This is an optimization exercise on Yosys and OpenROAD, whose aim is small area and a short achievable clock period, not a production implementation. The RTL was checked by simulation tests, not by an equivalence proof against the original design.

## run A
==> flow/design.v (excerpt) <==
module calc(out, decimal, CLK, RST, CE, plus, sub, multi, equal);
==> flow/config.mk <==
export PLATFORM = sky130hd
export DESIGN_NAME = calc
export DESIGN_NICKNAME = calc
export VERILOG_FILES = /design/flow/design.v
export SDC_FILE = /design/flow/constraint.sdc
export NUM_CORES = 4
export LEC_CHECK = 0
export CAP_MARGIN = 20
export CORE_MARGIN = 2
export CORE_UTILIZATION = 40
export SETUP_SLACK_MARGIN = 4
export SLEW_MARGIN = 20
==> flow/constraint.sdc <==
create_clock -name core_clock -period 7.5 [get_ports {CLK}]
set_input_delay 1.5000 -clock core_clock [delete_from_list [all_inputs] [get_ports {CLK}]]
set_output_delay 1.5000 -clock core_clock [all_outputs]
set_load 0.01 [all_outputs]
standard.sh (not shown) runs the stock make flow with config.mk's settings and CLKGATE_MAP_FILE= SYNTH_SCRIPT=/design/flow/synth_recipe.tcl, a recipe that flattens the netlist after the stock synthesis.
==> flow/flow/run.sh <==
#!/bin/bash
# Standard layout, but with plain buf_2 cells as the port buffers.
set -euo pipefail
bash standard.sh "BUFFER_PORTS_ARGS=-buffer_cell sky130_fd_sc_hd__buf_2" finish > orfs_flow.log 2>&1
Run A: done, clean on timing, DRC and antenna
What run B does differently from run A at the input level:
- changing SETUP_SLACK_MARGIN from 4 to 5
==> flow/run.sh (new file) <==
#!/bin/bash
# synth_recipe.tcl (not shown) runs the flow's synth.tcl, then flattens the netlist and writes it again
# the make line also repeats each setting of config.mk as NAME=value (left out here)
make -C /OpenROAD-flow-scripts/flow DESIGN_CONFIG=/design/flow/config.mk WORK_HOME=/design/flow/orfs CLKGATE_MAP_FILE= SYNTH_SCRIPT=/design/flow/synth_recipe.tcl finish
removed: flow/flow/run.sh
removed: flow/standard.sh
Findings:
Run A has a lower pre-CTS setup slack than run B. Between run A and run B, the count of final setup violators does not differ in any meaningful way. Summary — period utilization, run B relative to run A: lower, by 0.43 points. Re flip-flop and latch count: no difference whatsoever between run B and run A. [compare] base=run A new=run B: non-clock buffer instance count of the final layout went up; met3 wire length fell by 33%. Compared with run A, run B has extra setup slack.
For run C, these inputs were changed with respect to run B:
- changing SETUP_SLACK_MARGIN from 5 to 4
==> flow/flow/run.sh (new file) <==
#!/bin/bash
# Standard layout, but with plain buf_2 cells as the port buffers and
# without mapping adders to full-adder cells before ABC.
set -euo pipefail
bash standard.sh "BUFFER_PORTS_ARGS=-buffer_cell sky130_fd_sc_hd__buf_2" ADDER_MAP_FILE= finish > orfs_flow.log 2>&1
==> flow/standard.sh (new file) <==
#!/bin/bash
# synth_recipe.tcl (not shown) runs the flow's synth.tcl, then flattens the netlist and writes it again
# the make line also repeats each setting of config.mk as NAME=value (left out here)
make -C /OpenROAD-flow-scripts/flow DESIGN_CONFIG=/design/flow/config.mk WORK_HOME=/design/flow/orfs CLKGATE_MAP_FILE= SYNTH_SCRIPT=/design/flow/synth_recipe.tcl "${@:-finish}"
removed: flow/run.sh
==> run summary <==
In summary, run C completed successfully, with a layout that passed the timing, DRC and antenna checks. Re number of cells traversed by the worst hold path: no difference whatsoever between run C and run B. Measured against each other, run C and run B differ in sequential fraction of the synthesis area, the lower figure coming from run C. Run B has a higher flop-to-flop setup slack than run C.
Relative to run C, the following input files were edited for run D:
- changing SETUP_SLACK_MARGIN from 4 to 3
==> flow/flow/run.sh <==
#!/bin/bash
# Standard layout, but with plain buf_2 cells as the port buffers.
set -euo pipefail
bash standard.sh "BUFFER_PORTS_ARGS=-buffer_cell sky130_fd_sc_hd__buf_2" finish > orfs_flow.log 2>&1
Notes after the runs:
- Worst setup slack: run D vs run C down 450 ps
- The standard cells in run D occupy less silicon area than those in run C do.
- Run C ended up with dfrtp_1 as its cell with the biggest individual delay on the critical path; run D ended up with dfxtp_1.
- Relative to run C, die area has decreased by 13% in run D.
- Run D reports a higher sequential cell area share than run C does.
- Relative to run C, inserted tap cell count decreased by 5.0% in run D.
- Run D can be clocked slower than run C.
- [compare] base=run C new=run D: worst-case headroom to the max-slew limit picked up an extra 12 points; total vias in the final route lost 22%.

Setup of build 5:
calc, a different RTL version from the one above (not shown whole).
Size in the first run: about 420 cells after synthesis, roughly 0.0040 mm^2 of cells after synthesis.
export LEC_CHECK = 0
export CAP_MARGIN = 20
export CORE_MARGIN = 2
export CORE_UTILIZATION = 55
export SETUP_SLACK_MARGIN = 3.9
export SLEW_MARGIN = 20
create_clock -name core_clock -period 7.5 [get_ports {CLK}]
==> flow/flow/run.sh <==
#!/bin/bash
# Standard layout, but with plain buf_2 cells as the port buffers, and
# without Yosys's generic ABC pass before full adders are extracted.
set -euo pipefail
bash standard.sh "BUFFER_PORTS_ARGS=-buffer_cell sky130_fd_sc_hd__buf_2" "SYNTH_ARGS=-noabc" finish > orfs_flow.log 2>&1
Build 5 finished end to end and its layout was clean on timing, DRC and antenna.
Here is what was changed in the inputs of build 80 compared with build 5.
# build 5
export LEC_CHECK = 0
export CAP_MARGIN = 20
export CORE_MARGIN = 2
export CORE_UTILIZATION = 55
export SETUP_SLACK_MARGIN = 3.9
export SLEW_MARGIN = 20
create_clock -name core_clock -period 7.5 [get_ports {CLK}]
# build 80
export LEC_CHECK = 0
export CAP_MARGIN = 20
export CORE_MARGIN = 2
export CORE_UTILIZATION = 55
export GPL_TIMING_DRIVEN = 0
export SETUP_SLACK_MARGIN = 3.9
export SLEW_MARGIN = 20
create_clock -name core_clock -period 7.5 [get_ports {CLK}]
==> flow/flow/run.sh <==
#!/bin/bash
# Standard layout, but with plain buf_2 cells as the port buffers.
set -euo pipefail
bash standard.sh "BUFFER_PORTS_ARGS=-buffer_cell sky130_fd_sc_hd__buf_2" finish > orfs_flow.log 2>&1
## What came out
Higher synthesized area among build 5 and build 80: build 80. Going from build 5 to build 80, fraction of standard cell area that is sequential shrinks by 0.30 points. Re overall track demand over capacity in global routing: build 5 and build 80 aren't equal, and the lower value belongs to build 5. From build 5 to build 80 the numbers moved as follows: detailed router's first-iteration violation count has increased, complex-gate fraction of the synthesized area has decreased, site row count has remained practically unchanged. Diff build 5 -> build 80: number of clock buffers in the layout fell 1.
### build 80 -> build 86
# build 80
export LEC_CHECK = 0
export CAP_MARGIN = 20
export CORE_MARGIN = 2
export CORE_UTILIZATION = 55
export GPL_TIMING_DRIVEN = 0
export SETUP_SLACK_MARGIN = 3.9
export SLEW_MARGIN = 20
create_clock -name core_clock -period 7.5 [get_ports {CLK}]
# build 86
export LEC_CHECK = 0
export CAP_MARGIN = 20
export CORE_MARGIN = 2
export CORE_UTILIZATION = 55
export SETUP_SLACK_MARGIN = 3.9
export SLEW_MARGIN = 20
create_clock -name core_clock -period 7.5 [get_ports {CLK}]
Notes after the runs:
The higher fraction of area in registers of build 80 and build 86 is in build 86.
Build 86 vs. build 80: signed area change from the synthesized netlist to the final layout moved down, depth of the most critical reg-to-reg path moved down.
From build 80 to build 86 the numbers moved as follows: vias per cell barely changed; via count lower; part of the cycle the worst path needs -0.64 points.
Here is what was changed in the inputs of build 13 compared with build 86.
# build 86
export LEC_CHECK = 0
export CAP_MARGIN = 20
export CORE_MARGIN = 2
export CORE_UTILIZATION = 55
export SETUP_SLACK_MARGIN = 3.9
export SLEW_MARGIN = 20
create_clock -name core_clock -period 7.5 [get_ports {CLK}]
# build 13
export LEC_CHECK = 0
export CAP_MARGIN = 20
export CORE_MARGIN = 2
export CORE_UTILIZATION = 45
export SETUP_SLACK_MARGIN = 3.9
export SLEW_MARGIN = 20
create_clock -name core_clock -period 7.5 [get_ports {CLK}]
--- outcome ---
Build 13 vs. build 86: final instance area increased by about 1.6% relative to the old numbers.
The share of the clock period used by the worst path of build 13 exceeds that of build 86 by 0.38 points.
Here is what was changed in the inputs of build 35 compared with build 13.
# build 13
export LEC_CHECK = 0
export CAP_MARGIN = 20
export CORE_MARGIN = 2
export CORE_UTILIZATION = 45
export SETUP_SLACK_MARGIN = 3.9
export SLEW_MARGIN = 20
create_clock -name core_clock -period 7.5 [get_ports {CLK}]
# build 35
export LEC_CHECK = 0
export CAP_MARGIN = 20
export CORE_MARGIN = 2
export CORE_UTILIZATION = 55
export SETUP_SLACK_MARGIN = 3.9
export SLEW_MARGIN = 20
create_clock -name core_clock -period 7.5 [get_ports {CLK}]
==> flow/flow/run.sh <==
#!/bin/bash
# Standard layout, but with plain buf_2 cells as the port buffers and
# resizing not limited to the same cell footprint.
set -euo pipefail
bash standard.sh "BUFFER_PORTS_ARGS=-buffer_cell sky130_fd_sc_hd__buf_2" MATCH_CELL_FOOTPRINT=0 finish > orfs_flow.log 2>&1
Notes after the runs:
Diff build 13 -> build 35: actual transition at the worst max-transition pin has increased; average wire per cell in the routed design moved up; non-clock inverter total of the final layout saw little to no change; post-route core utilization now larger. Higher signed area change from the synthesized netlist to the final layout goes to build 13 over build 35. Compared with build 13, in build 35 design area went down about 1.4%, count of buffers not belonging to the clock network in the layout went down. Cmp build 35 vs build 13: average vias per placed instance higher in build 35. Relative to build 13, final cell count decreased by 14 in build 35.

-- static timing again, ports no longer ideal --
In the flow no input, the clock included, has a driving cell. The finished layouts below were timed again as built, in two steps.
Step 1 assumes that a clkbuf_16 drives the clock port and a buf_2 every other input.
Step 2 also shifts input and output timing later by t, the mid clock arrival at the registers, as if the neighbouring blocks saw the same clock.
Three values: no drivers, after step 1, after step 2; two values: the first two.
| run | t (ns) | setup WS [ns] | hold WS [ns] |
|---|---|---|---|
| run A | 0.331 | 3.872 / 3.872 / 3.869 | 0.508 / 0.508 / 0.508 |
| run B | 0.327 | 3.904 / 3.904 / 3.904 | 0.510 / 0.510 / 0.510 |
| run C | 0.316 | 3.790 / 3.790 / 3.694 | 0.557 / 0.557 / 0.557 |
| run D | 0.349 | 3.341 / 3.341 / 3.341 | 0.514 / 0.514 / 0.514 |
| build 5 | 0.338 | 3.915 / 3.915 / 3.870 | 0.537 / 0.537 / 0.537 |
| build 80 | 0.340 | 4.021 / 4.021 / 4.021 | 0.508 / 0.508 / 0.508 |
| build 86 | 0.340 | 4.069 / 4.069 / 3.768 | 0.515 / 0.515 / 0.515 |
| build 13 | 0.336 | 4.040 / 4.040 / 3.796 | 0.505 / 0.505 / 0.505 |
| build 35 | 0.341 | 4.068 / 4.068 / 3.767 | 0.515 / 0.515 / 0.515 |
After both steps every run listed still meets setup and hold.
